Background: an optimization exercise with open tools, aiming at small area. Do not read the settings as production practice. In this exercise RTL edits were held to simulation tests only and were not proved equivalent to the original. The clock port is modelled as an ideal driver; clocking choices that lean on that would not hold on a real chip. Power figures rest on the tool's default switching activity, not on a simulated workload.

File: flow/config.mk
export PLATFORM = sky130hd
export DESIGN_NAME = SDRAM_arbit
export DESIGN_NICKNAME = SDRAM_arbit
export VERILOG_FILES = /design/flow/design.v
export SDC_FILE = /design/flow/constraint.sdc
export NUM_CORES = 4
export LEC_CHECK = 0
export CAP_MARGIN = 20
export CORE_MARGIN = 2
export CORE_UTILIZATION = 40
export SLEW_MARGIN = 20
File: flow/flow/run.sh
#!/bin/bash
# The standard layout (standard.sh: standard synthesis, floorplan, place,
# CTS, route, finish) with changes made only through ORFS's own variables:
#  - after floorplan, OpenROAD's restructure re-maps the combinational logic
#    for area (flow/remap.tcl), with the platform's liberty less its
#    don't-use cells (flow/filter_lib.py); registers are not touched;
#  - the port buffers use the smallest buffer cell (buf_1);
#  - clock tree synthesis builds the tree from clkbuf_8 without dummy loads;
#  - the two tie cells of synthesis (tie-high, tie-low) are kept instead of
#    one tie cell per constant pin;
#  - after clock tree synthesis, cells are sized down where timing allows
#    (flow/recover.tcl).
# All tool output goes to standard.log here and to ORFS's logs under orfs/.
cp standard.sh standard_sh_copy.log
export BUFFER_PORTS_ARGS="-buffer_cell sky130_fd_sc_hd__buf_1"
export CTS_ARGS="-sink_clustering_enable -repair_clock_nets -dont_use_dummy_load -buf_list sky130_fd_sc_hd__clkbuf_8 -root_buf sky130_fd_sc_hd__clkbuf_8"
export SKIP_REPAIR_TIE_FANOUT=1
export POST_FLOORPLAN_TCL="$(pwd)/flow/remap.tcl"
export POST_CTS_TCL="$(pwd)/flow/recover.tcl"
bash standard.sh > standard.log 2>&1
File: flow/standard.sh
#!/bin/bash
# synth_recipe.tcl (not shown) runs the flow's synth.tcl, then flattens the netlist and writes it again
# the make line also repeats each setting of config.mk as NAME=value (left out here)
make -C /OpenROAD-flow-scripts/flow DESIGN_CONFIG=/design/flow/config.mk WORK_HOME=/design/flow/orfs CLKGATE_MAP_FILE= SYNTH_SCRIPT=/design/flow/synth_recipe.tcl "${@:-finish}"
File: flow/flow/recover.tcl
# After clock tree synthesis: the design has several ns of setup slack, so
# size cells down where timing allows (power recovery), then re-legalize.
log_cmd estimate_parasitics -placement
log_cmd repair_timing -recover_power 100 -verbose
log_cmd detailed_placement
log_cmd check_placement -verbose
File: flow/design.v
module SDRAM_arbit(
    input                   sysclk_100M         ,
    input                   rst_n               ,
    output                  CKE                 ,
    output                  cs_n                ,
    output  reg             ras_n               ,
    output  reg             cas_n               ,
    output  reg             we_n                ,
    output          [12:0]  addr                ,
    output          [ 1:0]  ba                  ,
    output          [ 1:0]  dqm                 ,
    output                  dq_oe               ,   
    input                   write_trig          ,   
    output                  write_data_vld      ,   
    input                   read_trig           ,
    output                  read_data_vld       ,   
    output  reg             write_end
);
localparam  RW      = 10                        ;    
localparam  [RW-1:0] ROW_LAST = 938 - 1;    
localparam  [6:0]    COL_LAST = (256 >> 2) - 1;  
localparam  [2:0]   A_INIT  = 3'b000 ,
                    A_ARB_R = 3'b001 ,
                    A_ARB_W = 3'b011 ,
                    A_REF_R = 3'b101 ,
                    A_REF_W = 3'b111 ,
                    A_WR    = 3'b010 ,
                    A_RD    = 3'b100 ;
reg     [ 2:0]  ast         ;
wire    a_init  = (ast == A_INIT)                       ;
wire    a_arb   = (ast == A_ARB_R) | (ast == A_ARB_W)   ;
wire    a_ref   = (ast == A_REF_R) | (ast == A_REF_W)   ;
wire    a_wr    = (ast == A_WR)                         ;
wire    a_rd    = (ast == A_RD)                         ;
wire    wr_flag = ast[1] & ast[0]                       ;    
localparam  [14:0]  PWR_END = 15'd20000 ;    
localparam  [ 9:0]  S780    = 10'b0011010100;
localparam  [ 9:0]  M780    = 10'b1101101110;
reg     [ 9:0]  cnt         ;
reg             ref_req     ;
always @(posedge sysclk_100M) begin
    if (rst_n == 1'b0) begin
        cnt     <= 10'd0;
        ref_req <= 1'b0;
    end else if (a_arb & ref_req) begin
        cnt     <= 10'd0;
        ref_req <= 1'b0;
    end else begin
        cnt     <= {cnt[8:0], ~(cnt[9] ^ cnt[6])};
        if ((cnt & M780) == (S780 & M780))
            ref_req <= 1'b1;
    end
end
wire    ref_cmd     = cnt[0] & ~cnt[1];      
wire    ref_last    = cnt[6];                
localparam  [2:0]   W_IDLE  = 3'd0 ,
                    W_REQ0  = 3'd1 ,
                    W_REQ1  = 3'd2 ,
                    W_ACT0  = 3'd3 ,
                    W_ACT1  = 3'd4 ,
                    W_WR    = 3'd5 ,
                    W_PRE   = 3'd6 ,
                    W_WRF   = 3'd7 ;     
reg     [ 2:0]  wst         ;
reg             w_pc        ;    
reg             w_pe        ;    
reg     [ 8:0]  w_al        ;    
reg     [RW-1:0] w_rowl     ;    
reg             w_bank      ;    
wire    w_row_last = &(w_rowl | ~ROW_LAST);
wire    w_col_last = (w_al[8:2] == COL_LAST);
wire    w_req   = (wst == W_REQ1) | ((wst == W_ACT0) & ~w_pc);
wire    ack_w   = a_wr & (wst == W_REQ1);
assign  write_data_vld = (wst == W_WR) | ((wst == W_PRE) & ~w_pc);
wire    w_b3    = write_data_vld & (w_al[1:0] == 2'd2);      
wire    w_rowend = w_b3 & (w_al[8:2] == 7'h7f);
wire    w_wrapc = w_b3 & w_col_last & w_row_last;            
wire    w_wrapd = (w_al[1:0] == 2'd3) & w_col_last & w_row_last;    
wire    [RW+8:0]    w_cnt   = {w_rowl, w_al};
wire    [RW+8:0]    w_cy    = {w_cy[RW+7:0] & w_cnt[RW+7:0], write_data_vld | a_init};
wire    [14:0]  icnt    = {w_rowl[5:0], w_al};
wire    c_hi        = &(icnt | ~PWR_END);                        
wire    init_last   = a_init & c_hi & w_al[3] & w_al[1] & w_al[0];  
always @(posedge sysclk_100M) begin
    if (rst_n == 1'b0)
        wst <= W_IDLE;
    else case (wst)
        W_IDLE: if (write_trig) wst <= W_REQ0;
        W_REQ0: wst <= W_REQ1;
        W_REQ1: if (ack_w) wst <= W_ACT0;
        W_ACT0: wst <= W_ACT1;
        W_ACT1: wst <= W_WRF;
        W_WRF:  wst <= W_WR;
        W_WR:   if (w_b3 & (ref_req | write_end | w_rowend)) wst <= W_PRE;
        W_PRE:  if (w_pc) begin
                    if (write_end)      wst <= W_IDLE;
                    else if (ref_req)   wst <= W_REQ0;
                    else                wst <= W_ACT0;
                end
        default: wst <= W_IDLE;
    endcase
end
always @(posedge sysclk_100M) begin
    if (rst_n == 1'b0) begin
        w_pc            <= 1'b0;
        w_pe            <= 1'b0;
        write_end       <= 1'b0;
        w_al            <= 9'd0;
        w_rowl          <= {RW{1'b0}};
        w_bank          <= 1'b0;
    end else begin
        w_pc            <= (wst == W_PRE);
        w_pe            <= w_pc;
        if (write_data_vld & (w_al[1:0] == 2'd1) & (w_al[7:2] == 6'h3f))
            write_end   <= 1'b1;
        else if (wst == W_ACT0 || wst == W_ACT1)
            write_end   <= 1'b0;
        if (w_wrapd | init_last)
            {w_rowl, w_al}  <= {(RW+9){1'b0}};
        else
            {w_rowl, w_al}  <= {w_rowl, w_al} ^ w_cy;
        if (w_wrapc)
            w_bank      <= ~w_bank;
    end
end
localparam  [3:0]   R_IDLE  = 4'd0 ,
                    R_REQ0  = 4'd1 ,
                    R_REQ1  = 4'd2 ,
                    R_ACT0  = 4'd3 ,
                    R_ACT1  = 4'd4 ,
                    R_PRE   = 4'd5 ,
                    R_RDF   = 4'd6 ;     
reg     [ 3:0]  rst         ;
reg             r_pc        ;
reg             r_pe        ;
reg             read_end    ;
reg     [ 6:0]  r_col       ;
reg     [RW-1:0] r_row      ;
reg             r_bank      ;    
wire    r_rd    = rst[3];
wire    r_row_last = &(r_row | ~ROW_LAST);
wire    r_col_last = (r_col == COL_LAST);
wire    r_req   = (rst == R_REQ1) | ((rst == R_ACT0) & ~r_pc);
wire    ack_r   = a_rd & (rst == R_REQ1);
wire    r_c7    = (rst == 4'b1111);
wire    r_p7    = (rst == 4'b1000) | ((rst == R_PRE) & ~r_pc);
assign  read_data_vld = (r_rd & rst[2] & (rst[1:0] != 2'd0)) | r_p7;
wire    r_rowend = (r_col == 7'h7f);
wire    [RW+6:0]    r_cnt   = {r_row, r_col};
wire    [RW+6:0]    r_cy    = {r_cy[RW+5:0] & r_cnt[RW+5:0], r_p7};      
always @(posedge sysclk_100M) begin
    if (rst_n == 1'b0)
        rst <= R_IDLE;
    else if (r_rd) begin
        if (rst[2:0] != 3'd7 || !(read_end | ref_req | r_rowend))
            rst <= {1'b1, rst[2:0] + 3'd1};
        else
            rst <= R_PRE;
    end else case (rst)
        R_IDLE: if (read_trig) rst <= R_REQ0;
        R_REQ0: rst <= R_REQ1;
        R_REQ1: if (ack_r) rst <= R_ACT0;
        R_ACT0: rst <= R_ACT1;
        R_ACT1: rst <= R_RDF;
        R_RDF:  rst <= 4'b1001;
        R_PRE:  if (r_pc) begin
                    if (read_end)       rst <= R_IDLE;
                    else if (ref_req)   rst <= R_REQ0;
                    else                rst <= R_ACT0;
                end
        default: rst <= R_IDLE;
    endcase
end
always @(posedge sysclk_100M) begin
    if (rst_n == 1'b0) begin
        r_pc            <= 1'b0;
        r_pe            <= 1'b0;
        read_end        <= 1'b1;
        r_col           <= 7'd0;
        r_row           <= {RW{1'b0}};
        r_bank          <= 1'b0;
    end else begin
        r_pc            <= (rst == R_PRE);
        r_pe            <= r_pc;
        if (rst == 4'b1110 && r_col[5:0] == 6'h3f)
            read_end    <= 1'b1;
        else if (rst == R_ACT0 || rst == R_ACT1)
            read_end    <= 1'b0;
        if (r_p7 & r_col_last & r_row_last)
            {r_row, r_col}  <= {(RW+7){1'b0}};
        else
            {r_row, r_col}  <= {r_row, r_col} ^ r_cy;
        if (r_c7 & r_col_last & r_row_last)
            r_bank      <= ~w_bank;
    end
end
wire    both    = w_req & r_req & write_end & read_end;
wire    go_w    = both ? ~wr_flag : (w_req & read_end);
wire    go_r    = both ?  wr_flag : (r_req & write_end);
always @(posedge sysclk_100M) begin
    if (rst_n == 1'b0)
        ast <= A_INIT;
    else case (ast)
        A_INIT:  if (init_last) ast <= A_ARB_R;
        A_ARB_R,
        A_ARB_W: if (ref_req)   ast <= wr_flag ? A_REF_W : A_REF_R;
                 else if (go_w) ast <= A_WR;
                 else if (go_r) ast <= A_RD;
        A_REF_R: if (ref_last)  ast <= A_ARB_R;
        A_REF_W: if (ref_last)  ast <= A_ARB_W;
        A_WR:    if (w_pe & (ref_req | write_end)) ast <= A_ARB_W;
        A_RD:    if (r_pe & (ref_req | read_end))  ast <= A_ARB_R;
        default: ast <= A_INIT;
    endcase
end
wire        w_is_row = (wst == W_ACT1) | (wst == W_WRF);
wire        r_is_row = (rst == R_ACT1) | (rst == R_RDF);
wire        r_is_col = (r_rd & (rst[2:0] != 3'd0)) | r_p7;
wire    i_pre   = a_init & c_hi & (w_al[3:0] == 4'd2);     
wire    i_ref   = a_init & c_hi & (w_al[3:0] == 4'd4);     
wire    i_mrs   = init_last;                                
wire    f_ref   = a_ref & ref_cmd;
wire    c_act   = (a_wr & (wst == W_ACT1)) | (a_rd & (rst == R_ACT1));
wire    c_pre   = (a_wr & (wst == W_PRE) & w_pc) | (a_rd & (rst == R_PRE) & r_pc) | i_pre;
wire    c_wr    = a_wr & write_data_vld & (w_al[1:0] == 2'd0);
wire    c_rd    = a_rd & (rst == 4'b1001);
wire    c_ref   = i_ref | f_ref;
wire    s_wrow  = a_wr & w_is_row;
wire    s_wcol  = a_wr & ~w_is_row;
wire    s_rrow  = a_rd & r_is_row;
wire    s_rcol  = a_rd & ~r_is_row & r_is_col;
wire    s_a10   = (a_rd & ~r_is_row & ~r_is_col) | (a_init & ~init_last);
reg     [10:0]  addr_q  ;
reg             ba_q    ;
always @(posedge sysclk_100M) begin
    ras_n   <= ~(c_act | c_pre | c_ref | i_mrs);
    cas_n   <= ~(c_wr | c_rd | c_ref | i_mrs);
    we_n    <= ~(c_wr | c_pre | i_mrs);
    if (~a_arb) begin
        addr_q  <= ({11{s_wrow}} & {{(11-RW){1'b0}}, w_rowl}) |
                   ({11{s_wcol}} & {2'b00, w_al}) |
                   ({11{s_rrow}} & {{(11-RW){1'b0}}, r_row}) |
                   ({11{s_rcol}} & {2'b00, r_col, 2'b00}) |
                   {s_a10, 4'b0000, i_mrs, i_mrs, 2'b00, i_mrs, 1'b0};
        ba_q    <= (a_wr & w_bank) | (a_rd & r_bank);
    end
end
assign  addr    = {2'b00, addr_q};
assign  ba      = {ba_q, 1'b0};
assign  cs_n    = 1'b0;
assign  CKE     = 1'b1;
assign  dqm     = 2'b00;
assign  dq_oe   = a_wr;
endmodule
File: flow/flow/filter_lib.py
#!/usr/bin/env python3
# Copy a liberty file without the cells named (glob patterns allowed) in
# the DONT_USE_CELLS environment variable.
# usage: filter_lib.py IN.lib OUT.lib
import fnmatch, os, re, sys
pats = os.environ.get('DONT_USE_CELLS', '').split()
src, dst = sys.argv[1], sys.argv[2]
out = []
depth = 0
skip_depth = None
cell_re = re.compile(r'^\s*cell\s*\(\s*"?([^")\s]+)"?\s*\)')
removed = []
with open(src) as f:
    for line in f:
        if skip_depth is None and depth == 1:
            m = cell_re.match(line)
            if m and any(fnmatch.fnmatchcase(m.group(1), p) for p in pats):
                skip_depth = depth
                removed.append(m.group(1))
        opens, closes = line.count('{'), line.count('}')
        if skip_depth is None:
            out.append(line)
        depth += opens - closes
        if skip_depth is not None and depth <= skip_depth and (opens or closes):
            skip_depth = None
with open(dst, 'w') as f:
    f.writelines(out)
print('removed %d cells: %s' % (len(removed), ' '.join(removed)))
File: flow/flow/remap.tcl
# After floorplan: re-map the combinational logic for area with OpenROAD's
# restructure (ABC), keeping every register. ABC gets the platform's liberty
# without the cells the platform marks don't-use (filter_lib.py).
set flow_dir [file dirname [file normalize [info script]]]
set lib_in [lindex $::env(LIB_FILES) 0]
set lib_out $::env(OBJECTS_DIR)/restructure_lib.lib
puts [exec python3 $flow_dir/filter_lib.py $lib_in $lib_out]
log_cmd estimate_parasitics -placement
log_cmd restructure -target area -liberty_file $lib_out \
  -tiehi_port sky130_fd_sc_hd__conb_1/HI -tielo_port sky130_fd_sc_hd__conb_1/LO \
  -work_dir $::env(OBJECTS_DIR) -abc_logfile $::env(LOG_DIR)/2_restructure_abc.log
File: flow/constraint.sdc
create_clock -name core_clock -period 10.0 [get_ports {sysclk_100M}]
set_input_delay 2.0000 -clock core_clock [delete_from_list [all_inputs] [get_ports {sysclk_100M}]]
set_output_delay 2.0000 -clock core_clock [all_outputs]
set_load 0.01 [all_outputs]
==> flow_metrics.env, run 1 <==
export IMPL_initialDrtViolationCount=213
export IMPL_dp_cells=570
export IMPL_rr_startpoint="rst[2]"
export IMPL_floorplan_core_area_mm2=0.009639
export IMPL_reg2reg_depth=21
export IMPL_die_width_um=102.8
export IMPL_power_switching_w=0.0002524
export IMPL_detail_route_antenna_nets=0
export IMPL_yosys_synthesis_warning_count=1
export IMPL_synthesis_instances=400
export IMPL_worst_clock_skew_ns=0.02772
export IMPL_hold_path_depth=2
export IMPL_drtPass1Iterations=5
export IMPL_mappedNetlistArea_mm2=0.003907
export IMPL_io_pins=30
export IMPL_fp_dieH_um=102.8
export IMPL_cts_sink_count=80
export IMPL_reg2reg_to="r_row[9]"
export IMPL_grt_max_degree=17
export IMPL_met3_wirelength_um=491
export IMPL_max_freq_mhz=245.5
export IMPL_slew_headroom_pct=40.85
export IMPL_drc_markers=0
export IMPL_post_layout_total_power_w=0.0007599
export IMPL_finalCritPeriodShare_pct=40.74
export IMPL_grt_first_pass_wirelength_um=13620
export IMPL_drt_wl_total_um=8388
export IMPL_mappedNetlistNets=443
export IMPL_switching_share_pct=33.21
export IMPL_maxCapViolations=0
export IMPL_power_leakage_nw=1.211
export IMPL_synth_cell_types=62
export IMPL_final_setup_viol_count=0
export IMPL_cp_required_ns=8.00
export IMPL_clkTransAtPathRegs_ns=0.07
export IMPL_worstHoldStart="cnt[0]"
export IMPL_postPlaceCellArea_mm2=0.003726
export IMPL_final_net_count=453
export IMPL_crit_path_max_fanout=6
export IMPL_fin_util_pct=39.98
export IMPL_via_count=3071
export IMPL_antennaDiodeCount=0
export IMPL_async_flop_share_pct=0
export IMPL_sequential_fraction_of_design_power_pct=52.7
export IMPL_timing_final_crit_period_ns=4.074
export IMPL_synth_seq_area_share_pct=44.06
export IMPL_grt_usage_pct=16.77
export IMPL_peakVddDrop_mv=0.06188
export IMPL_hpwlAfterDp_um=6301
export IMPL_clock_network_power_share_pct=23.6
export IMPL_combPwrFrac_pct=23.7
export IMPL_clk_insertion_delay_late_ns=0.36
export IMPL_synth_avg_cell_area_um2=9.769
export IMPL_intPower_w=0.0005075
export IMPL_syn2layout_area_growth_pct=-1.377
export IMPL_share_of_final_layout_standard_cells_stronger_than_drive_strength_1_pct=2.461
export IMPL_startpoint_type_of_the_worst_setup_path="register"
export IMPL_min_delay_worst_type="reg -> reg"
export IMPL_setup_repair_after_global_routing_missed_its_margin="no"
export IMPL_post_drt_wl_per_cell_um=14.46
export IMPL_most_common_layout_cells="68 x sky130_fd_sc_hd__dfxtp_1, 68 x sky130_fd_sc_hd__nor2_1, 66 x sky130_fd_sc_hd__clkinv_1"
export IMPL_synth_enable_flop_cells=12
export IMPL_maxSlewViolCount=0
export IMPL_gr_total_overflow=0
export IMPL_criticalPathCategory="reg -> out"
export IMPL_r2r_setup_slack_ns=6.28
export IMPL_floorplan_rows=36
export IMPL_most_frequently_used_flop_master_after_synthesis="sky130_fd_sc_hd__dfxtp_1"
export IMPL_top_layer="met4"
export IMPL_final_instance_count_excl_fill=580
export IMPL_synth_seq_cells=80
export IMPL_run_status="no timing/DRC/antenna violations"
export IMPL_worst_setup_path_end_kind="primary output"
export IMPL_cts_tree="done"
export IMPL_final_cell_area_mm2=0.003854
export IMPL_met2_length_um=3629
export IMPL_max_slew_worst_pin_slew_ns=0.8791
export IMPL_route_layer_met1_wl_um=4083
export IMPL_crit_arrival_ns=2.07
export IMPL_initial_utilization_pct=40.54
export IMPL_antenna_violations_before_repair=0
export IMPL_routed_via_density=5.295
export IMPL_via_count_of_the_first_global_routing_pass=2753
export IMPL_finalSetupTns_ns=0
export IMPL_die_area_mm2=0.01058
export IMPL_final_hold_viol_count=0
export IMPL_hold_end="cnt[1]"
export IMPL_portBuffers=22
export IMPL_pwr_density_cell_mw_per_mm2=197.2
export IMPL_finalWeightedCongestion=0.8302
kinds of logic (layout without fill, tap and decap cells):
| family | count (synthesis) | count (layout) | share of synthesized area, % |
|---|---|---|---|
| and+or+nand+nor | 166 | 149 | 24.02 |
| xor gates and xnor gates | 5 | 1 | 1.121 |
| AOI/OAI and AO/OA | 67 | 109 | 12.52 |
| muxes | 3 | 0 | 0.7685 |
| adders and majority gates | 39 | 0 | 12.49 |
| other | 2 | 9 | 0.1922 |
| buffers and inverters | 38 | 99 | 4.835 |
| DFF | 80 | 80 | 44.06 |
worst max path at each step:
stage | start | endpoint | slack [ns] | depth (start not counted)
after floorplan | wst[0] | w_rowl[9] | 5.51 | 24
after detailed placement | rst[1] | read_data_vld | 6.32 | 8
after global routing | rst[1] | read_data_vld | 5.72 | 8
final | rst[1] | read_data_vld | 5.93 | 8
after global placement | rst[1] | read_data_vld | 6.42 | 8
registers in the layout, summed over array words and instances (netlist names), 2 cells and up, named ones only:
register  cells
addr_q       11
cnt          10
r_row        10
w_rowl       10
w_al          9
r_col         7
rst           4
ast           3
wst           2
layer usage:
layer / vias up / global-route usage, %
met4: 0 / 6.377
met3: 15 / 3.864
met1: 1410 / 23.65
met5: - / 0
li1: 1538 / -
met2: 108 / 25.04
layout make-up:
type | count | area (µm²)
clock buffers | 9 | 123.9
fillers | 982 | 5786
inverters | 66 | 247.7
multi-input cells | 268 | 1500
flip-flops and latches | 80 | 1722
well taps | 133 | 166.4
repair buffers | 24 | 93.84
power by group through the flow:
| stage | combinational, W | sequential (W) | clock, W |
|---|---|---|---|
| after detailed placement | 0.000176 | 0.000407 | 0 |
| after global routing | 0.000203 | 0.000407 | 0.000201 |
| final | 0.000180 | 0.000401 | 0.000179 |
| after global placement | 0.000176 | 0.000406 | 0 |
| after floorplan | 0.000118 | 0.000403 | 0 |
stage by stage:
stage / hold WS, ns / worst slack (ns)
2_1_floorplan: 0.4057 / 5.507
5_1_grt: 0.4523 / 5.720
3_3_place_gp: 0.4176 / 6.420
6_report: 0.4369 / 5.926
3_5_place_dp: 0.4200 / 6.323
critical path, stage by stage, from the launching register on:
cell and delay (ns):
sky130_fd_sc_hd__dfxtp_1 0.42, sky130_fd_sc_hd__clkinv_1 0.17, sky130_fd_sc_hd__nand2_1 0.21, sky130_fd_sc_hd__nor3_1 0.10, sky130_fd_sc_hd__nor2_1 0.18, sky130_fd_sc_hd__clkinv_1 0.13
sky130_fd_sc_hd__o21ai_0 0.20, sky130_fd_sc_hd__o21ai_0 0.16, sky130_fd_sc_hd__buf_1 0.16
synthesized netlist by cell type (3+ instances only):
cell | n | area [µm²]
sky130_fd_sc_hd__mux2i_1 | 3 | 30.03
sky130_fd_sc_hd__xnor2_1 | 3 | 26.28
sky130_fd_sc_hd__dfxtp_1 | 68 | 1361
sky130_fd_sc_hd__o21ai_0 | 15 | 75.07
sky130_fd_sc_hd__nand3_1 | 11 | 55.05
sky130_fd_sc_hd__a21oi_1 | 7 | 35.03
sky130_fd_sc_hd__a22o_1 | 4 | 35.03
sky130_fd_sc_hd__edfxtp_1 | 12 | 360.4
sky130_fd_sc_hd__buf_4 | 8 | 60.06
sky130_fd_sc_hd__nor3b_1 | 6 | 45.04
sky130_fd_sc_hd__and3_1 | 6 | 37.54
sky130_fd_sc_hd__a32oi_1 | 3 | 26.28
sky130_fd_sc_hd__clkbuf_1 | 13 | 48.80
sky130_fd_sc_hd__inv_1 | 13 | 48.80
sky130_fd_sc_hd__a211oi_1 | 3 | 22.52
sky130_fd_sc_hd__and2_1 | 51 | 319.1
sky130_fd_sc_hd__nor2b_1 | 10 | 62.56
sky130_fd_sc_hd__a31oi_1 | 3 | 18.77
sky130_fd_sc_hd__a22oi_1 | 6 | 45.04
sky130_fd_sc_hd__nand2_1 | 37 | 138.9
sky130_fd_sc_hd__nand4_1 | 4 | 25.02
sky130_fd_sc_hd__nand2b_1 | 4 | 25.02
sky130_fd_sc_hd__ha_1 | 39 | 488.0
sky130_fd_sc_hd__nor4_1 | 3 | 18.77
sky130_fd_sc_hd__a2111oi_0 | 3 | 26.28
sky130_fd_sc_hd__nor2_1 | 17 | 63.81
sky130_fd_sc_hd__a222oi_1 | 4 | 40.04
==> run 2: changes to the inputs <==
==> flow/flow/run.sh (replaced) <==
#!/bin/bash
# The standard layout (standard.sh: standard synthesis, floorplan, place,
# CTS, route, finish) with changes made only through ORFS's own variables:
#  - after floorplan, OpenROAD's restructure re-maps the combinational logic
#    for area (flow/remap.tcl), with the platform's liberty less its
#    don't-use cells (flow/filter_lib.py); registers are not touched;
#  - the port buffers use the smallest buffer cell (buf_1);
#  - clock tree synthesis builds the tree from clkbuf_4 without dummy loads,
#    then buffers driving more than 9 pins become clkbuf_8 (flow/clk.tcl);
#  - the two tie cells of synthesis (tie-high, tie-low) are kept instead of
#    one tie cell per constant pin;
#  - after clock tree synthesis, cells are sized down where timing allows
#    (flow/recover.tcl).
# All tool output goes to standard.log here and to ORFS's logs under orfs/.
cp standard.sh standard_sh_copy.log
export BUFFER_PORTS_ARGS="-buffer_cell sky130_fd_sc_hd__buf_1"
export CTS_ARGS="-sink_clustering_enable -repair_clock_nets -dont_use_dummy_load -buf_list sky130_fd_sc_hd__clkbuf_4 -root_buf sky130_fd_sc_hd__clkbuf_4"
export SKIP_REPAIR_TIE_FANOUT=1
export POST_FLOORPLAN_TCL="$(pwd)/flow/remap.tcl"
export POST_CTS_TCL="$(pwd)/flow/clk.tcl"
bash standard.sh > standard.log 2>&1
==> flow/flow/clk.tcl (new file) <==
# After clock tree synthesis with clkbuf_4: clock buffers that drive many
# pins (and the root) become clkbuf_8, so every flip-flop clock pin keeps a
# fast slew; then the rest of the post-CTS steps (recover.tcl).
set n 0
foreach inst [get_cells *] {
  if { [get_property $inst ref_name] != "sky130_fd_sc_hd__clkbuf_4" } { continue }
  set out [get_pins -of_objects $inst -filter "direction == output"]
  set net [get_nets -of_objects $out]
  set loads [llength [get_pins -of_objects $net -filter "direction == input"]]
  if { $loads > 9 } {
    replace_cell $inst sky130_fd_sc_hd__clkbuf_8
    incr n
  }
}
puts "clk.tcl: $n clock buffers up-sized to clkbuf_8"
source [file dirname [file normalize [info script]]]/recover.tcl
==> run 2 against run 1 <==
  * Utilization decreased by 0.26 points
  * Combinational power about the same
  * Sequential share of layout area increased by 0.29 points
  * Area after synthesis unchanged
  * Critical path depth unchanged
  * Register-to-register slack got worse by 0.05 ns
  * Die area unchanged
  * Global-route usage increased by 0.20 points
  * Hold slack improved by 0.00077 ns
  * Sequential power about the same
  * Critical endpoint unchanged
  * Largest power group unchanged
==> flow_metrics.env, run 2 <==
export IMPL_grt_max_degree=17
export IMPL_netlist_top_cells_area="sky130_fd_sc_hd__dfxtp_1 35%, sky130_fd_sc_hd__ha_1 12%, sky130_fd_sc_hd__edfxtp_1 9.2%"
export IMPL_async_flop_share_pct=0
export IMPL_drtPass1Iterations=6
export IMPL_yosys_synthesis_warning_count=1
export IMPL_final_net_count=453
export IMPL_via_count=3081
export IMPL_initialDrtViolationCount=276
export IMPL_finalSetupTns_ns=0
export IMPL_maxCapViolations=0
export IMPL_largest_reg_flops=11
export IMPL_synthesis_instances=400
export IMPL_cts_sink_count=80
export IMPL_clkTransAtPathRegs_ns=0.10
export IMPL_synth_commonest_cells="68 x sky130_fd_sc_hd__dfxtp_1, 51 x sky130_fd_sc_hd__and2_1, 39 x sky130_fd_sc_hd__ha_1"
export IMPL_floorplan_rows=36
export IMPL_floorplan_core_area_mm2=0.009639
export IMPL_hold_path_depth=1
export IMPL_regArea_mm2=0.001722
export IMPL_max_freq_mhz=239.4
export IMPL_setup_repair_after_global_routing_missed_its_margin="no"
export IMPL_synth_cell_types=62
export IMPL_synth_seq_area_share_pct=44.06
export IMPL_postPlaceCellArea_mm2=0.003726
export IMPL_detail_route_antenna_nets=0
export IMPL_post_drt_wl_per_cell_um=14.80
export IMPL_peakVddDrop_mv=0.07304
export IMPL_die_width_um=102.8
export IMPL_nFillCells=993
export IMPL_reg2reg_depth=21
export IMPL_dp_slack_ns=6.323
export IMPL_initial_utilization_pct=40.54
export IMPL_synth_seq_cells=80
export IMPL_finalWeightedCongestion=0.8302
export IMPL_pwr_density_cell_mw_per_mm2=193.3
export IMPL_synth_enable_flop_cells=12
export IMPL_mappedNetlistNets=443
export IMPL_worst_slack_ns=5.823
export IMPL_final_setup_viol_count=0
export IMPL_run_status="no timing/DRC/antenna violations"
export IMPL_die_area_mm2=0.01058
export IMPL_worst_clock_skew_ns=0.03183
export IMPL_grt_usage_pct=16.97
export IMPL_drc_markers=0
export IMPL_cts_tree="done"
export IMPL_synth_most_common_cell="sky130_fd_sc_hd__dfxtp_1"
export IMPL_final_cell_area_mm2=0.003829
export IMPL_r2r_setup_slack_ns=6.23
export IMPL_synth_top_area_share_pct=34.84
export IMPL_post_layout_total_power_w=0.0007402
export IMPL_portBuffers=22
export IMPL_hold_end="cnt[8]"
export IMPL_timing_final_crit_period_ns=4.177
export IMPL_gr_total_overflow=0
export IMPL_finalCritPeriodShare_pct=41.77
export IMPL_fin_util_pct=39.72
export IMPL_netlist_top_cell_by_area="sky130_fd_sc_hd__dfxtp_1"
export IMPL_syn2layout_area_growth_pct=-2.017
export IMPL_maxSlewViolCount=0
export IMPL_power_leakage_nw=1.201
export IMPL_antennaDiodeCount=0
export IMPL_slew_headroom_pct=44.17
export IMPL_criticalPathCategory="reg -> out"
export IMPL_grt_first_pass_wirelength_um=13790
export IMPL_multiInputGateArea_mm2=0.001500
export IMPL_crit_path_max_fanout=6
export IMPL_clk_insertion_delay_late_ns=0.42
export IMPL_mappedNetlistArea_mm2=0.003907
export IMPL_io_pins=30
export IMPL_synth_avg_cell_area_um2=9.769
export IMPL_setup_crit_start="rst[1]"
export IMPL_worstHoldStart="cnt[7]"
export IMPL_via_count_of_the_first_global_routing_pass=2773
export IMPL_share_of_final_layout_standard_cells_stronger_than_drive_strength_1_pct=2.461
export IMPL_register_with_the_most_flip_flops="addr_q"
export IMPL_most_frequently_used_flop_master_after_synthesis="sky130_fd_sc_hd__dfxtp_1"
export IMPL_crit_arrival_ns=2.18
export IMPL_max_slew_worst_pin_slew_ns=0.8298
export IMPL_final_hold_viol_count=0
export IMPL_worst_setup_path_end_kind="primary output"
export IMPL_drt_wl_total_um=8584
export IMPL_startpoint_type_of_the_worst_setup_path="register"
export IMPL_fp_dieH_um=102.8
export IMPL_hpwlAfterDp_um=6301
export IMPL_routed_via_density=5.312
export IMPL_most_common_layout_cells="68 x sky130_fd_sc_hd__dfxtp_1, 68 x sky130_fd_sc_hd__nor2_1, 66 x sky130_fd_sc_hd__clkinv_1"
export IMPL_cp_required_ns=8.00
export IMPL_reg2reg_to="r_row[9]"
export IMPL_antenna_violations_before_repair=0
export IMPL_min_delay_worst_type="reg -> reg"
export IMPL_rr_startpoint="rst[2]"
-- run 2: logic make-up after synthesis --
group           share of synthesized area (%)
xor+xnor                                1.121
buf+inv                                 4.835
other cells                            0.1922
fa+ha+maj                               12.49
mux                                    0.7685
flops                                   44.06
compound gates                          12.52
simple gates                            24.02
-- run 2: layer usage --
layer | share of wire, % | global-route usage, %
met5 | 0 | 0
met2 | 44 | 25.94
met3 | 6.5 | 3.254
met4 | 1.7 | 6.984
met1 | 48 | 23.60
-- run 2: where the power goes --
part	internal, W	switching (W)	total, W
Combinational	0.0000566	0.000125	0.000181
Sequential	0.000370	0.0000299	0.000400
Clock	0.0000629	0.0000957	0.000159
Total	0.000490	0.000250	0.000740
-- run 2: layout make-up --
class	count	share of cell area (%)
multi-input cells	268	39.18
repair buffers	24	2.451
inverters	66	6.471
flip-flops and latches	80	44.97
well taps	133	4.346
clock buffers	9	2.582
-- run 2: how the worst max path moves through the flow --
stage / to / slack [ns] / cells after the start
3_3_place_gp: read_data_vld / 6.42 / 8
3_5_place_dp: read_data_vld / 6.32 / 8
5_1_grt: read_data_vld / 5.60 / 8
6_report: read_data_vld / 5.82 / 8
2_1_floorplan: w_rowl[9] / 5.51 / 24
-- run 2: worst max-delay path, cell delays in order, from the launching register on --
cell and delay (ns):
sky130_fd_sc_hd__dfxtp_1 0.43, sky130_fd_sc_hd__clkinv_1 0.17, sky130_fd_sc_hd__nand2_1 0.21, sky130_fd_sc_hd__nor3_1 0.10, sky130_fd_sc_hd__nor2_1 0.18, sky130_fd_sc_hd__clkinv_1 0.14
sky130_fd_sc_hd__o21ai_0 0.20, sky130_fd_sc_hd__o21ai_0 0.16, sky130_fd_sc_hd__buf_1 0.16
-- run 2: per-stage QoR --
stage,instances,hold WS [ns]
finish,580,0.4377
detailed placement,570,0.4200
global placement,570,0.4176
global route,580,0.4529
floorplan,400,0.4057
==> run 3: changes to the inputs <==
--- a/flow/flow/run.sh
+++ b/flow/flow/run.sh
@@ -6,7 +6,7 @@
 #    don't-use cells (flow/filter_lib.py); registers are not touched;
 #  - the port buffers use the smallest buffer cell (buf_1);
 #  - clock tree synthesis builds the tree from clkbuf_4 without dummy loads,
-#    then buffers driving more than 9 pins become clkbuf_8 (flow/clk.tcl);
+#    then buffers driving more than 12 pins become clkbuf_8 (flow/clk.tcl);
 #  - the two tie cells of synthesis (tie-high, tie-low) are kept instead of
 #    one tie cell per constant pin;
 #  - after clock tree synthesis, cells are sized down where timing allows
--- a/flow/flow/clk.tcl
+++ b/flow/flow/clk.tcl
@@ -7,7 +7,7 @@
   set out [get_pins -of_objects $inst -filter "direction == output"]
   set net [get_nets -of_objects $out]
   set loads [llength [get_pins -of_objects $net -filter "direction == input"]]
-  if { $loads > 9 } {
+  if { $loads > 12 } {
     replace_cell $inst sky130_fd_sc_hd__clkbuf_8
     incr n
   }
==> run 3 against run 2 <==
  * Sequential share of layout area is 0.30 points higher
  * Still clean
  * Cell count stayed put
  * Flip-flop and latch count stayed put
==> flow_metrics.env, run 3 <==
export IMPL_max_freq_mhz=240.2
export IMPL_cp_endpoint="read_data_vld"
export IMPL_clk_insertion_delay_late_ns=0.41
export IMPL_antenna_violations_before_repair=0
export IMPL_criticalPathCategory="reg -> out"
export IMPL_slew_headroom_pct=44.31
export IMPL_final_net_count=453
export IMPL_startpoint_type_of_the_worst_setup_path="register"
export IMPL_crit_arrival_ns=2.16
export IMPL_fin_util_pct=39.46
export IMPL_largest_reg_flops=11
export IMPL_synth_avg_cell_area_um2=9.769
export IMPL_finalWeightedCongestion=0.8302
export IMPL_crit_path_max_fanout=6
export IMPL_grt_max_degree=17
export IMPL_synth_most_common_cell="sky130_fd_sc_hd__dfxtp_1"
export IMPL_reg2reg_to="r_row[9]"
export IMPL_maxCapViolations=0
export IMPL_peakVddDrop_mv=0.07211
export IMPL_register_with_the_most_flip_flops="addr_q"
export IMPL_detail_route_antenna_nets=0
export IMPL_synth_seq_cells=80
export IMPL_nFillCells=989
export IMPL_hpwlAfterDp_um=6301
export IMPL_drtPass1Iterations=6
export IMPL_grt_first_pass_wirelength_um=13610
export IMPL_synth_cell_types=62
export IMPL_cp_required_ns=8.00
export IMPL_die_width_um=102.8
export IMPL_rr_startpoint="rst[2]"
export IMPL_clkTransAtPathRegs_ns=0.11
export IMPL_synth_enable_flop_cells=12
export IMPL_timing_critical_path_slowest_cell_delay_ns=0.44
export IMPL_via_count=3072
export IMPL_netlist_top_cell_by_area="sky130_fd_sc_hd__dfxtp_1"
export IMPL_synth_commonest_cells="68 x sky130_fd_sc_hd__dfxtp_1, 51 x sky130_fd_sc_hd__and2_1, 39 x sky130_fd_sc_hd__ha_1"
export IMPL_portBuffers=22
export IMPL_syn2layout_area_growth_pct=-2.658
export IMPL_final_hold_viol_count=0
export IMPL_power_leakage_nw=1.190
export IMPL_synth_top_area_share_pct=34.84
export IMPL_netlist_top_cells_area="sky130_fd_sc_hd__dfxtp_1 35%, sky130_fd_sc_hd__ha_1 12%, sky130_fd_sc_hd__edfxtp_1 9.2%"
export IMPL_hold_path_depth=2
export IMPL_finalSetupTns_ns=0
export IMPL_initialDrtViolationCount=238
export IMPL_initial_utilization_pct=40.54
export IMPL_grt_usage_pct=16.72
export IMPL_mappedNetlistNets=443
export IMPL_pwr_density_cell_mw_per_mm2=189.4
export IMPL_post_drt_wl_per_cell_um=14.56
export IMPL_cts_tree="done"
export IMPL_most_common_layout_cells="68 x sky130_fd_sc_hd__dfxtp_1, 68 x sky130_fd_sc_hd__nor2_1, 66 x sky130_fd_sc_hd__clkinv_1"
export IMPL_cts_sink_count=80
export IMPL_critical_path_slowest_cell="sky130_fd_sc_hd__dfxtp_1"
export IMPL_path_cells="clkinv_1 -> nand2_1 -> nor3_1 -> nor2_1 -> clkinv_1 -> o21ai_0 -> o21ai_0 -> buf_1"
export IMPL_finalCritPeriodShare_pct=41.64
export IMPL_run_status="no timing/DRC/antenna violations"
export IMPL_io_pins=30
export IMPL_mappedNetlistArea_mm2=0.003907
export IMPL_yosys_synthesis_warning_count=1
export IMPL_final_setup_viol_count=0
export IMPL_die_area_mm2=0.01058
export IMPL_r2r_setup_slack_ns=6.21
export IMPL_gr_total_overflow=0
export IMPL_setup_crit_start="rst[1]"
export IMPL_antennaDiodeCount=0
export IMPL_synthesis_instances=400
export IMPL_fp_dieH_um=102.8
export IMPL_maxSlewViolCount=0
export IMPL_synth_seq_area_share_pct=44.06
export IMPL_worst_setup_path_end_kind="primary output"
export IMPL_async_flop_share_pct=0
export IMPL_floorplan_core_area_mm2=0.009639
export IMPL_max_slew_worst_pin_slew_ns=0.8278
export IMPL_most_frequently_used_flop_master_after_synthesis="sky130_fd_sc_hd__dfxtp_1"
export IMPL_routed_via_density=5.297
export IMPL_timing_final_crit_period_ns=4.164
export IMPL_floorplan_rows=36
export IMPL_drc_markers=0
export IMPL_share_of_final_layout_standard_cells_stronger_than_drive_strength_1_pct=2.461
export IMPL_setup_repair_after_global_routing_missed_its_margin="no"
export IMPL_drt_wl_total_um=8447
export IMPL_min_delay_worst_type="reg -> reg"
export IMPL_via_count_of_the_first_global_routing_pass=2758
export IMPL_worst_clock_skew_ns=0.02417
export IMPL_reg2reg_depth=21
-- run 3: cell counts after synthesis --
Identical to the previous run, type by type.
-- run 3: cell families after synthesis --
group                    synth area share [%]
XOR/XNOR                                1.121
AO/OA/AOI/OAI                           12.52
adder cells (fa/ha/maj)                 12.49
multiplexers                           0.7685
AND/OR/NAND/NOR                         24.02
other                                  0.1922
flip-flops                              44.06
buffers and inverters                   4.835
-- run 3: metal layers --
metal  vias up  global-route usage, %  wire (µm)
met3        10                  3.254        493
met2       114                  25.24       3693
met1      1406                  23.39       4119
met4         0                  7.085        141
li1       1542                      -          -
met5         -                      0          0
-- run 3: worst min path at each step --
stage / from / end / slack [ns]
2_1_floorplan: cnt[4] / cnt[5] / 0.41
3_3_place_gp: cnt[7] / cnt[8] / 0.42
3_5_place_dp: cnt[0] / cnt[1] / 0.42
5_1_grt: cnt[0] / cnt[1] / 0.46
6_report: cnt[0] / cnt[1] / 0.44
-- run 3: metrics by stage --
step | setup WS (ns) | hold WS, ns | cell area [µm²] | instances | total power (W)
floorplan | 5.507 | 0.4057 | 3908 | 400 | 0.0005212
global placement | 6.420 | 0.4176 | 3726 | 570 | 0.0005823
detailed placement | 6.323 | 0.4200 | 3726 | 570 | 0.0005832
global route | 5.624 | 0.4584 | 3804 | 580 | 0.0007682
finish | 5.836 | 0.4426 | 3804 | 580 | 0.0007202
-- run 3: report_power, final --
group          internal [W]  switching (W)  leakage [nW]
sequential         0.000370      0.0000305         0.687
clock             0.0000462      0.0000929        0.0440
combinational     0.0000566       0.000124         0.460
-- run 3: area by class of cell --
class / instances / area (µm²) / area share [%]
clock buffer: 9 / 73.82 / 1.941
inverter: 66 / 247.7 / 6.513
multi-input combinational: 268 / 1500 / 39.44
sequential: 80 / 1722 / 45.26
tap: 133 / 166.4 / 4.375
timing repair buffer: 24 / 93.84 / 2.467
-- run 3: worst max-delay path, delay by kind of cell, from the launching register on --
kind	cells	cell delay, ns
buffers and inverters	3	0.47
flip-flops	1	0.44
AND/OR/NAND/NOR	3	0.49
AO/OA/AOI/OAI	2	0.36
==> run 4: changes to the inputs <==
--- a/flow/flow/run.sh
+++ b/flow/flow/run.sh
@@ -7,8 +7,9 @@
 #  - the port buffers use the smallest buffer cell (buf_1);
 #  - clock tree synthesis builds the tree from clkbuf_4 without dummy loads,
 #    then buffers driving more than 12 pins become clkbuf_8 (flow/clk.tcl);
-#  - the two tie cells of synthesis (tie-high, tie-low) are kept instead of
-#    one tie cell per constant pin;
+#  - one tie-high and one tie-low cell drive all constant pins and ports
+#    (ORFS's tie fanout repair is skipped; flow/ties.tcl merges the tie cells
+#    that restructure inserts);
 #  - after clock tree synthesis, cells are sized down where timing allows
 #    (flow/recover.tcl).
 # All tool output goes to standard.log here and to ORFS's logs under orfs/.
--- a/flow/flow/remap.tcl
+++ b/flow/flow/remap.tcl
@@ -9,3 +9,5 @@
 log_cmd restructure -target area -liberty_file $lib_out \
   -tiehi_port sky130_fd_sc_hd__conb_1/HI -tielo_port sky130_fd_sc_hd__conb_1/LO \
   -work_dir $::env(OBJECTS_DIR) -abc_logfile $::env(LOG_DIR)/2_restructure_abc.log
+# one tie-low and one tie-high cell for all constant pins and ports
+source $flow_dir/ties.tcl
==> flow/flow/ties.tcl (new file) <==
# Restructure inserts one tie cell per constant pin or port; keep one tie-low
# and one tie-high net and move every constant load (and port) onto them.
set block [ord::get_db_block]
array set master {LO "" HI ""}
set removed 0
foreach inst [$block getInsts] {
  if { [[$inst getMaster] getName] != "sky130_fd_sc_hd__conb_1" } { continue }
  foreach port {LO HI} {
    set it [$inst findITerm $port]
    set net [$it getNet]
    if { $net == "NULL" } { continue }
    if { $master($port) == "" } { set master($port) $net; continue }
    foreach oit [$net getITerms] {
      if { [$oit getInst] != $inst } { $oit disconnect; $oit connect $master($port) }
    }
    foreach bt [$net getBTerms] { $bt connect $master($port) }
    $it disconnect
    odb::dbNet_destroy $net
  }
  if { [[$inst findITerm LO] getNet] == "NULL" && [[$inst findITerm HI] getNet] == "NULL" } {
    odb::dbInst_destroy $inst
    incr removed
  }
}
puts "ties.tcl: removed $removed tie cells"
==> run 4 against run 3 <==
  * Critical endpoint unchanged
  * Sequential power barely moved
  * Clock-buffer cell count did not move
  * Largest power group unchanged
  * Critical path depth stayed put
  * Critical path type unchanged
==> flow_metrics.env, run 4 <==
export IMPL_run_status="no timing/DRC/antenna violations"
export IMPL_peakVddDrop_mv=0.05487
export IMPL_top_layer="met4"
export IMPL_grt_usage_pct=16.89
export IMPL_timing_critical_path_buf_inv=3
export IMPL_cp_required_ns=8.00
export IMPL_portBuffers=22
export IMPL_synthesis_instances=400
export IMPL_cts_sink_count=80
export IMPL_initialDrtViolationCount=223
export IMPL_post_drt_wl_per_cell_um=14.79
export IMPL_slew_headroom_pct=47.38
export IMPL_async_flop_share_pct=0
export IMPL_die_width_um=102.8
export IMPL_drt_wl_total_um=8476
export IMPL_via_count_of_the_first_global_routing_pass=2894
export IMPL_final_cell_area_mm2=0.003784
export IMPL_synth_commonest_cells="68 x sky130_fd_sc_hd__dfxtp_1, 51 x sky130_fd_sc_hd__and2_1, 39 x sky130_fd_sc_hd__ha_1"
export IMPL_synth_avg_cell_area_um2=9.769
export IMPL_share_of_final_layout_standard_cells_stronger_than_drive_strength_1_pct=2.500
export IMPL_path_cells="clkinv_1 -> nand2_1 -> nor3_1 -> nor2_1 -> clkinv_1 -> o21ai_0 -> o21ai_0 -> buf_1"
export IMPL_final_hold_viol_count=0
export IMPL_clk_insertion_delay_late_ns=0.43
export IMPL_grt_max_degree=17
export IMPL_timing_critical_path_slowest_cell_delay_ns=0.44
export IMPL_synth_seq_cells=80
export IMPL_route_layer_met1_wl_um=4144
export IMPL_worst_setup_path_end_kind="primary output"
export IMPL_antenna_violations_before_repair=0
export IMPL_fp_dieH_um=102.8
export IMPL_power_leakage_nw=1.170
export IMPL_drtPass1Iterations=8
export IMPL_synth_enable_flop_cells=12
export IMPL_register_with_the_most_flip_flops="addr_q"
export IMPL_via_count=3094
export IMPL_antennaDiodeCount=0
export IMPL_max_slew_worst_pin_slew_ns=0.7820
export IMPL_mappedNetlistArea_mm2=0.003907
export IMPL_finalWeightedCongestion=0.8249
export IMPL_post_layout_total_power_w=0.0007291
export IMPL_synth_top_area_share_pct=34.84
export IMPL_nFillCells=1000
export IMPL_critical_path_slowest_cell="sky130_fd_sc_hd__dfxtp_1"
export IMPL_mappedNetlistNets=443
export IMPL_floorplan_rows=36
export IMPL_gr_total_overflow=0
export IMPL_io_pins=30
export IMPL_drc_markers=0
export IMPL_timing_final_crit_period_ns=4.196
export IMPL_initial_utilization_pct=40.54
export IMPL_syn2layout_area_growth_pct=-3.170
export IMPL_die_area_mm2=0.01058
export IMPL_met2_length_um=3693
export IMPL_routed_via_density=5.400
export IMPL_cts_tree="done"
export IMPL_most_common_layout_cells="68 x sky130_fd_sc_hd__dfxtp_1, 68 x sky130_fd_sc_hd__nor2_1, 66 x sky130_fd_sc_hd__clkinv_1"
export IMPL_finalCritPeriodShare_pct=41.96
export IMPL_maxCapViolations=0
export IMPL_largest_reg_flops=11
export IMPL_netlist_top_cells_area="sky130_fd_sc_hd__dfxtp_1 35%, sky130_fd_sc_hd__ha_1 12%, sky130_fd_sc_hd__edfxtp_1 9.2%"
export IMPL_pwr_density_cell_mw_per_mm2=192.7
export IMPL_grt_first_pass_wirelength_um=13810
export IMPL_detail_route_antenna_nets=0
export IMPL_worst_slack_ns=5.804
export IMPL_most_frequently_used_flop_master_after_synthesis="sky130_fd_sc_hd__dfxtp_1"
export IMPL_clkTransAtPathRegs_ns=0.09
export IMPL_synth_cell_types=62
export IMPL_crit_arrival_ns=2.20
export IMPL_criticalPathCategory="reg -> out"
export IMPL_cpLargestDelayFamily="simple AND/OR/NAND/NOR gates"
export IMPL_maxSlewViolCount=0
export IMPL_min_delay_worst_type="reg -> reg"
export IMPL_met3_wirelength_um=457
export IMPL_dp_slack_ns=6.300
export IMPL_yosys_synthesis_warning_count=1
export IMPL_setup_repair_after_global_routing_missed_its_margin="no"
export IMPL_startpoint_type_of_the_worst_setup_path="register"
export IMPL_max_freq_mhz=238.3
export IMPL_final_net_count=446
export IMPL_netlist_top_cell_by_area="sky130_fd_sc_hd__dfxtp_1"
export IMPL_finalSetupTns_ns=0
export IMPL_final_setup_viol_count=0
export IMPL_hold_ws_ns=0.4435
export IMPL_hpwlAfterDp_um=6283
export IMPL_crit_path_max_fanout=6
export IMPL_synth_most_common_cell="sky130_fd_sc_hd__dfxtp_1"
export IMPL_worst_clock_skew_ns=0.03743
export IMPL_postPlaceCellArea_mm2=0.003700
export IMPL_synth_seq_area_share_pct=44.06
export IMPL_floorplan_core_area_mm2=0.009639
-- run 4: cell counts after synthesis --
No cell type changed its count.
-- run 4: worst paths after layout --
kind | start | endpoint | slack (ns) | cells past startpoint
worst min-delay path | cnt[7] | cnt[8] | 0.44 | 1
worst max register to register | rst[2] | r_row[9] | 6.16 | 21
worst max-delay path | rst[1] | read_data_vld | 5.80 | 8
worst min register to register | cnt[7] | cnt[8] | 0.44 | 1
-- run 4: power breakdown --
group          leakage, nW  total, W  switching, W  internal [W]
combinational        0.437  0.000181      0.000124     0.0000566
clock               0.0466  0.000148     0.0000977     0.0000504
sequential           0.687  0.000400     0.0000302      0.000370
-- run 4: layout make-up --
class / count / area [µm²] / area share (%)
inverters: 66 / 247.7 / 6.548
flip-flops and latches: 80 / 1722 / 45.50
multi-input cells: 261 / 1474 / 38.95
clock buffers: 9 / 80.08 / 2.116
repair buffers: 24 / 93.84 / 2.480
well taps: 133 / 166.4 / 4.398
-- run 4: routing by layer --
metal | track usage, % | vias up
met1 | 23.53 | 1453
met4 | 7.287 | 0
li1 | - | 1524
met2 | 25.89 | 102
met5 | 0 | -
met3 | 2.847 | 15
-- run 4: logic make-up after synthesis --
kind of cell / after synthesis / share of synthesized area (%)
other: 2 / 0.1922
XOR/XNOR: 5 / 1.121
AO/OA/AOI/OAI: 67 / 12.52
adder cells (fa/ha/maj): 39 / 12.49
buffers and inverters: 38 / 4.835
AND/OR/NAND/NOR: 166 / 24.02
multiplexers: 3 / 0.7685
flip-flops: 80 / 44.06
-- run 4: through the flow --
step                util, %  instances
detailed placement    38.38        563
finish                39.25        573
global route          39.25        573
floorplan                 -        400
global placement      38.38        563
-- run 4: worst reg2reg max path: stages (launching register included) --
cell and delay (ns):
sky130_fd_sc_hd__dfxtp_1 0.51, sky130_fd_sc_hd__clkinv_1 0.25, sky130_fd_sc_hd__nor3_1 0.34, sky130_fd_sc_hd__nor2_1 0.12, sky130_fd_sc_hd__clkinv_1 0.09, sky130_fd_sc_hd__o21ai_0 0.18
sky130_fd_sc_hd__nand2b_1 0.25, sky130_fd_sc_hd__nor2_1 0.18, sky130_fd_sc_hd__clkinv_1 0.10, sky130_fd_sc_hd__nor2_1 0.14, sky130_fd_sc_hd__clkinv_1 0.10, sky130_fd_sc_hd__nor2_1 0.16
sky130_fd_sc_hd__nand2_1 0.11, sky130_fd_sc_hd__nor2_1 0.19, sky130_fd_sc_hd__nand2_1 0.12, sky130_fd_sc_hd__nor2_1 0.16, sky130_fd_sc_hd__nand2_1 0.12, sky130_fd_sc_hd__nor2_1 0.15
sky130_fd_sc_hd__clkinv_1 0.10, sky130_fd_sc_hd__nor2_1 0.18, sky130_fd_sc_hd__o21ai_0 0.10, sky130_fd_sc_hd__a21oi_1 0.11
==> run 5: changes to the inputs <==
--- a/flow/flow/run.sh
+++ b/flow/flow/run.sh
@@ -6,7 +6,7 @@
 #    don't-use cells (flow/filter_lib.py); registers are not touched;
 #  - the port buffers use the smallest buffer cell (buf_1);
 #  - clock tree synthesis builds the tree from clkbuf_4 without dummy loads,
-#    then buffers driving more than 12 pins become clkbuf_8 (flow/clk.tcl);
+#    then buffers driving more than 9 pins become clkbuf_8 (flow/clk.tcl);
 #  - one tie-high and one tie-low cell drive all constant pins and ports
 #    (ORFS's tie fanout repair is skipped; flow/ties.tcl merges the tie cells
 #    that restructure inserts);
--- a/flow/flow/clk.tcl
+++ b/flow/flow/clk.tcl
@@ -7,7 +7,7 @@
   set out [get_pins -of_objects $inst -filter "direction == output"]
   set net [get_nets -of_objects $out]
   set loads [llength [get_pins -of_objects $net -filter "direction == input"]]
-  if { $loads > 12 } {
+  if { $loads > 9 } {
     replace_cell $inst sky130_fd_sc_hd__clkbuf_8
     incr n
   }
==> run 5 against run 4 <==
  * Flip-flop and latch count did not move
  * Combinational power barely moved
  * Global-route usage barely moved
==> flow_metrics.env, run 5 <==
export IMPL_run_status="no timing/DRC/antenna violations"
export IMPL_synth_top_area_share_pct=34.84
export IMPL_syn2layout_area_growth_pct=-2.850
export IMPL_peakVddDrop_mv=0.05498
export IMPL_via_count_of_the_first_global_routing_pass=2922
export IMPL_drtPass1Iterations=6
export IMPL_largest_reg_flops=11
export IMPL_most_common_layout_cells="68 x sky130_fd_sc_hd__dfxtp_1, 68 x sky130_fd_sc_hd__nor2_1, 66 x sky130_fd_sc_hd__clkinv_1"
export IMPL_timing_final_crit_period_ns=4.208
export IMPL_power_leakage_nw=1.175
export IMPL_worst_clock_skew_ns=0.03285
export IMPL_grt_first_pass_wirelength_um=13850
export IMPL_mappedNetlistNets=443
export IMPL_synth_seq_cells=80
export IMPL_synth_most_common_cell="sky130_fd_sc_hd__dfxtp_1"
export IMPL_floorplan_core_area_mm2=0.009639
export IMPL_grt_max_degree=17
export IMPL_final_net_count=446
export IMPL_crit_arrival_ns=2.21
export IMPL_initial_utilization_pct=40.54
export IMPL_grt_usage_pct=16.90
export IMPL_antenna_violations_before_repair=0
export IMPL_netlist_top_cells_area="sky130_fd_sc_hd__dfxtp_1 35%, sky130_fd_sc_hd__ha_1 12%, sky130_fd_sc_hd__edfxtp_1 9.2%"
export IMPL_clk_insertion_delay_late_ns=0.43
export IMPL_final_setup_viol_count=0
export IMPL_async_flop_share_pct=0
export IMPL_share_of_final_layout_standard_cells_stronger_than_drive_strength_1_pct=2.500
export IMPL_synth_enable_flop_cells=12
export IMPL_io_pins=30
export IMPL_pwr_density_cell_mw_per_mm2=195.0
export IMPL_synthesis_instances=400
export IMPL_maxSlewViolCount=0
export IMPL_r2r_setup_slack_ns=6.16
export IMPL_cts_sink_count=80
export IMPL_finalSetupTns_ns=0
export IMPL_detail_route_antenna_nets=0
export IMPL_criticalPathCategory="reg -> out"
export IMPL_yosys_synthesis_warning_count=1
export IMPL_slew_headroom_pct=43.10
export IMPL_die_width_um=102.8
export IMPL_final_hold_viol_count=0
export IMPL_floorplan_rows=36
export IMPL_drt_wl_total_um=8541
export IMPL_setup_repair_after_global_routing_missed_its_margin="no"
export IMPL_synth_cell_types=62
export IMPL_antennaDiodeCount=0
export IMPL_min_delay_worst_type="reg -> reg"
export IMPL_max_freq_mhz=237.6
export IMPL_hold_ws_ns=0.4436
export IMPL_mappedNetlistArea_mm2=0.003907
export IMPL_drc_markers=0
export IMPL_fp_dieH_um=102.8
export IMPL_portBuffers=22
export IMPL_routed_via_density=5.469
export IMPL_hpwlAfterDp_um=6283
export IMPL_synth_commonest_cells="68 x sky130_fd_sc_hd__dfxtp_1, 51 x sky130_fd_sc_hd__and2_1, 39 x sky130_fd_sc_hd__ha_1"
export IMPL_max_slew_worst_pin_slew_ns=0.8457
export IMPL_die_area_mm2=0.01058
export IMPL_maxCapViolations=0
export IMPL_synth_avg_cell_area_um2=9.769
export IMPL_cp_required_ns=8.00
export IMPL_startpoint_type_of_the_worst_setup_path="register"
export IMPL_finalCritPeriodShare_pct=42.08
export IMPL_most_frequently_used_flop_master_after_synthesis="sky130_fd_sc_hd__dfxtp_1"
export IMPL_finalWeightedCongestion=0.8249
export IMPL_cts_tree="done"
export IMPL_clkTransAtPathRegs_ns=0.09
export IMPL_crit_path_max_fanout=6
export IMPL_register_with_the_most_flip_flops="addr_q"
export IMPL_via_count=3134
export IMPL_gr_total_overflow=0
export IMPL_worst_setup_path_end_kind="primary output"
export IMPL_synth_seq_area_share_pct=44.06
export IMPL_post_drt_wl_per_cell_um=14.91
export IMPL_initialDrtViolationCount=236
export IMPL_netlist_top_cell_by_area="sky130_fd_sc_hd__dfxtp_1"
run 5: changes by cell type in the layout (fill, tap and decap cells not counted):
cell	before	now
sky130_fd_sc_hd__clkbuf_8	2	4
sky130_fd_sc_hd__clkbuf_4	7	5
run 5: path summary, 6_finish.rpt:
check | startpoint | to | depth (start not counted)
worst min register to register | cnt[7] | cnt[8] | 1
worst max register to register | rst[2] | r_row[9] | 21
worst min-delay path | cnt[7] | cnt[8] | 1
worst max-delay path | rst[1] | read_data_vld | 8
run 5: final cells by class:
class,instances,area [µm²]
clock buffer,9,92.59
timing repair buffer,24,93.84
tap,133,166.4
multi-input combinational,261,1474
inverter,66,247.7
fill,997,5843
sequential,80,1722
run 5: cells by family after synthesis:
logic type	share of synthesized area [%]
adders and majority gates	12.49
muxes	0.7685
buffers and inverters	4.835
AOI/OAI and AO/OA	12.52
and+or+nand+nor	24.02
xor gates and xnor gates	1.121
other	0.1922
DFF	44.06
run 5: per-stage QoR:
step	total power (W)	cells	util, %	setup WS (ns)	area (µm²)
2_1_floorplan	0.0005212	400	-	5.507	3908
3_3_place_gp	0.0005826	563	38.38	6.421	3700
3_5_place_dp	0.0005839	563	38.38	6.300	3700
5_1_grt	0.0007878	573	39.38	5.631	3796
6_report	0.0007401	573	39.38	5.792	3796
run 5: critical path, cell delays in order, from the launching register on:
cell	delay (ns)
sky130_fd_sc_hd__dfxtp_1	0.44
sky130_fd_sc_hd__clkinv_1	0.18
sky130_fd_sc_hd__nand2_1	0.23
sky130_fd_sc_hd__nor3_1	0.11
sky130_fd_sc_hd__nor2_1	0.18
sky130_fd_sc_hd__clkinv_1	0.14
sky130_fd_sc_hd__o21ai_0	0.20
sky130_fd_sc_hd__o21ai_0	0.15
sky130_fd_sc_hd__buf_1	0.16
run 5: report_power, final:
group          total, W  switching, W  internal (W)  leakage (nW)
combinational  0.000181      0.000125     0.0000566         0.437
clock          0.000158     0.0000995     0.0000587        0.0518
sequential     0.000401     0.0000305      0.000370         0.687
run 5: metal layers:
metal	vias up	share of wire (%)	global-route usage, %
met5	-	0	0
met4	0	2.8	7.895
met3	24	6.2	2.644
met2	116	43	25.79
met1	1465	48	23.53
li1	1529	-	-
==> run 6: changes to the inputs <==
--- a/flow/design.v
+++ b/flow/design.v
@@ -236,14 +236,13 @@
     ras_n   <= ~(c_act | c_pre | c_ref | i_mrs);
     cas_n   <= ~(c_wr | c_rd | c_ref | i_mrs);
     we_n    <= ~(c_wr | c_pre | i_mrs);
-    if (~a_arb) begin
-        addr_q  <= ({11{s_wrow}} & {{(11-RW){1'b0}}, w_rowl}) |
-                   ({11{s_wcol}} & {2'b00, w_al}) |
-                   ({11{s_rrow}} & {{(11-RW){1'b0}}, r_row}) |
-                   ({11{s_rcol}} & {2'b00, r_col, 2'b00}) |
-                   {s_a10, 4'b0000, i_mrs, i_mrs, 2'b00, i_mrs, 1'b0};
-        ba_q    <= (a_wr & w_bank) | (a_rd & r_bank);
-    end
+    addr_q  <= ({11{s_wrow}} & {{(11-RW){1'b0}}, w_rowl}) |
+               ({11{s_wcol}} & {2'b00, w_al}) |
+               ({11{s_rrow}} & {{(11-RW){1'b0}}, r_row}) |
+               ({11{s_rcol}} & {2'b00, r_col, 2'b00}) |
+               {s_a10, 4'b0000, i_mrs, i_mrs, 2'b00, i_mrs, 1'b0} |
+               ({11{a_arb}} & addr_q);
+    ba_q    <= (a_wr & w_bank) | (a_rd & r_bank) | (a_arb & ba_q);
 end
 assign  addr    = {2'b00, addr_q};
 assign  ba      = {ba_q, 1'b0};
==> run 6 against run 5 <==
  * Flip-flop and latch count did not move
  * Global-route usage rose by 0.53 points
  * Combinational power fell by 41%
  * Clock-buffer cell count did not move
  * Still clean on timing, DRC and antenna
  * Synthesized cell count rose by 2.5%
  * Critical endpoint unchanged
==> flow_metrics.env, run 6 <==
export IMPL_run_status="no timing/DRC/antenna violations"
export IMPL_critical_path_slowest_cell="sky130_fd_sc_hd__dfxtp_1"
export IMPL_most_frequently_used_flop_master_after_synthesis="sky130_fd_sc_hd__dfxtp_1"
export IMPL_grt_max_degree=18
export IMPL_power_switching_w=0.0001922
export IMPL_detail_route_antenna_nets=0
export IMPL_clock_network_power_share_pct=25.8
export IMPL_max_slew_worst_pin_slew_ns=0.8028
export IMPL_multiInputGateArea_mm2=0.001479
export IMPL_worst_setup_path_end_kind="primary output"
export IMPL_peakVddDrop_mv=0.06165
export IMPL_mappedNetlistArea_mm2=0.003877
export IMPL_via_count_of_the_first_global_routing_pass=2815
export IMPL_yosys_synthesis_warning_count=1
export IMPL_crit_arrival_ns=2.21
export IMPL_timing_critical_path_slowest_cell_delay_ns=0.40
export IMPL_portBuffers=22
export IMPL_grt_first_pass_wirelength_um=13970
export IMPL_largest_reg_flops=11
export IMPL_die_area_mm2=0.01050
export IMPL_reg2reg_to="w_rowl[9]"
export IMPL_hold_ws_ns=0.4271
export IMPL_floorplan_rows=35
export IMPL_syn2layout_area_growth_pct=-4.163
export IMPL_via_count=3130
export IMPL_share_of_final_layout_standard_cells_stronger_than_drive_strength_1_pct=2.036
export IMPL_cp_endpoint="read_data_vld"
export IMPL_timing_critical_path_buf_inv=3
export IMPL_final_setup_viol_count=0
export IMPL_cpLargestDelayFamily="compound AO/OA/AOI/OAI gates"
export IMPL_synth_seq_cells=80
export IMPL_power_leakage_nw=1.160
export IMPL_grt_usage_pct=17.43
export IMPL_fin_util_pct=39.84
export IMPL_netlist_top_cell_by_area="sky130_fd_sc_hd__dfxtp_1"
export IMPL_min_delay_worst_type="reg -> reg"
export IMPL_gr_total_overflow=0
export IMPL_maxSlewViolCount=0
export IMPL_timing_final_crit_period_ns=4.210
export IMPL_register_with_the_most_flip_flops="addr_q"
export IMPL_synth_commonest_cells="80 x sky130_fd_sc_hd__dfxtp_1, 42 x sky130_fd_sc_hd__and2_1, 39 x sky130_fd_sc_hd__ha_1"
export IMPL_cp_required_ns=8.00
export IMPL_drtPass1Iterations=5
export IMPL_crit_path_max_fanout=9
export IMPL_synth_avg_cell_area_um2=9.457
export IMPL_antennaDiodeCount=0
export IMPL_setup_repair_after_global_routing_missed_its_margin="no"
export IMPL_drc_markers=0
export IMPL_netlist_top_cells_area="sky130_fd_sc_hd__dfxtp_1 41%, sky130_fd_sc_hd__ha_1 13%, sky130_fd_sc_hd__and2_1 6.8%"
export IMPL_sequential_fraction_of_design_power_pct=57.0
export IMPL_worst_clock_skew_ns=0.03053
export IMPL_nFillCells=970
export IMPL_r2r_setup_slack_ns=5.92
export IMPL_die_width_um=102.5
export IMPL_antenna_violations_before_repair=0
export IMPL_layout_commonest_cell="sky130_fd_sc_hd__dfxtp_1"
export IMPL_synth_enable_flop_cells=0
export IMPL_post_drt_wl_per_cell_um=15.10
export IMPL_finalSetupTns_ns=0
export IMPL_synth_cell_types=59
export IMPL_dp_slack_ns=5.746
export IMPL_fp_dieH_um=102.5
export IMPL_path_cells="clkinv_1 -> nor2_1 -> a31oi_1 -> clkinv_1 -> o21ai_0 -> o21ai_0 -> buf_1"
export IMPL_startpoint_type_of_the_worst_setup_path="register"
export IMPL_final_net_count=448
export IMPL_synth_most_common_cell="sky130_fd_sc_hd__dfxtp_1"
export IMPL_initial_utilization_pct=41.57
export IMPL_io_pins=30
export IMPL_rr_startpoint="wst[1]"
export IMPL_cts_tree="done"
export IMPL_cts_sink_count=80
export IMPL_synthesis_instances=410
export IMPL_mappedNetlistNets=453
export IMPL_async_flop_share_pct=0
export IMPL_setup_crit_start="rst[0]"
export IMPL_switching_share_pct=30.78
export IMPL_post_layout_total_power_w=0.0006246
export IMPL_criticalPathCategory="reg -> out"
export IMPL_most_common_layout_cells="80 x sky130_fd_sc_hd__dfxtp_1, 76 x sky130_fd_sc_hd__clkinv_1, 59 x sky130_fd_sc_hd__nor2_1"
export IMPL_synth_top_area_share_pct=41.30
export IMPL_hpwlAfterDp_um=6539
export IMPL_slew_headroom_pct=46.48
export IMPL_clk_insertion_delay_late_ns=0.43
export IMPL_drt_wl_total_um=8622
export IMPL_intPower_w=0.0004323
export IMPL_pwr_density_cell_mw_per_mm2=168.1
export IMPL_path_depth=7
export IMPL_hold_path_depth=2
export IMPL_finalWeightedCongestion=0.8363
export IMPL_synth_seq_area_share_pct=41.30
export IMPL_regArea_mm2=0.001602
export IMPL_combPwrFrac_pct=17.2
export IMPL_clkTransAtPathRegs_ns=0.10
export IMPL_maxCapViolations=0
export IMPL_max_freq_mhz=237.5
export IMPL_worst_slack_ns=5.790
export IMPL_initialDrtViolationCount=199
export IMPL_reg2reg_depth=26
export IMPL_finalCritPeriodShare_pct=42.10
export IMPL_final_hold_viol_count=0
export IMPL_routed_via_density=5.482
export IMPL_floorplan_core_area_mm2=0.009328
[run 6: power by group through the flow]
stage          combinational [W]  sequential, W  clock [W]
3_5_place_dp            0.000106       0.000363          0
6_report                0.000107       0.000356   0.000161
3_3_place_gp            0.000105       0.000363          0
2_1_floorplan          0.0000694       0.000342          0
5_1_grt                 0.000120       0.000359   0.000182
[run 6: area by class of cell]
class | count | share of cell area [%]
clock buffer | 9 | 2.660
inverter | 76 | 7.677
tap | 129 | 4.343
multi-input combinational | 253 | 39.80
timing repair buffer | 24 | 2.424
sequential | 80 | 43.10
[run 6: metal layers]
layer | share of wire (%) | wire length, µm | track usage, % | vias to the layer above
met5 | 0 | 0 | 0 | -
li1 | - | - | - | 1548
met4 | 2.0 | 172 | 5.846 | 0
met1 | 45 | 3911 | 22.80 | 1446
met2 | 46 | 3961 | 27.85 | 120
met3 | 6.7 | 576 | 4.720 | 16
[run 6: cell families (layout without fill, tap and decap cells)]
family / after synthesis / after routing / synth area share (%)
xor gates and xnor gates: 5 / 0 / 1.130
other: 2 / 2 / 0.1937
DFF: 80 / 80 / 41.30
buffers and inverters: 40 / 109 / 5.195
AOI/OAI and AO/OA: 73 / 116 / 13.68
adders and majority gates: 39 / 0 / 12.58
muxes: 3 / 0 / 0.7745
and+or+nand+nor: 168 / 135 / 25.14
[run 6: tightest hold or removal path: stages, from the launching register on]
cell,delay [ns]
sky130_fd_sc_hd__dfxtp_1,0.31
sky130_fd_sc_hd__clkinv_1,0.05
sky130_fd_sc_hd__nor2_1,0.03
[run 6: how the worst min path moves through the flow]
stage                   to    from  slack (ns)
detailed placement  cnt[3]  cnt[2]        0.42
global route        cnt[3]  cnt[2]        0.45
floorplan           cnt[5]  cnt[4]        0.41
finish              cnt[3]  cnt[2]        0.43
global placement    cnt[3]  cnt[2]        0.41
[run 6: metrics by stage]
step,instances,instance area [µm²]
final,571,3716
after global routing,571,3716
after detailed placement,562,3630
after global placement,561,3625
after floorplan,410,3877

Re-timed with assumed drivers on the ports (clkbuf_16 on the clock, buf_2 on other inputs), run 6 has 5.761 ns of setup slack against 5.790 ns with ideal ports, and 5.772 ns once port delays also move by the mid clock arrival of 0.445 ns.
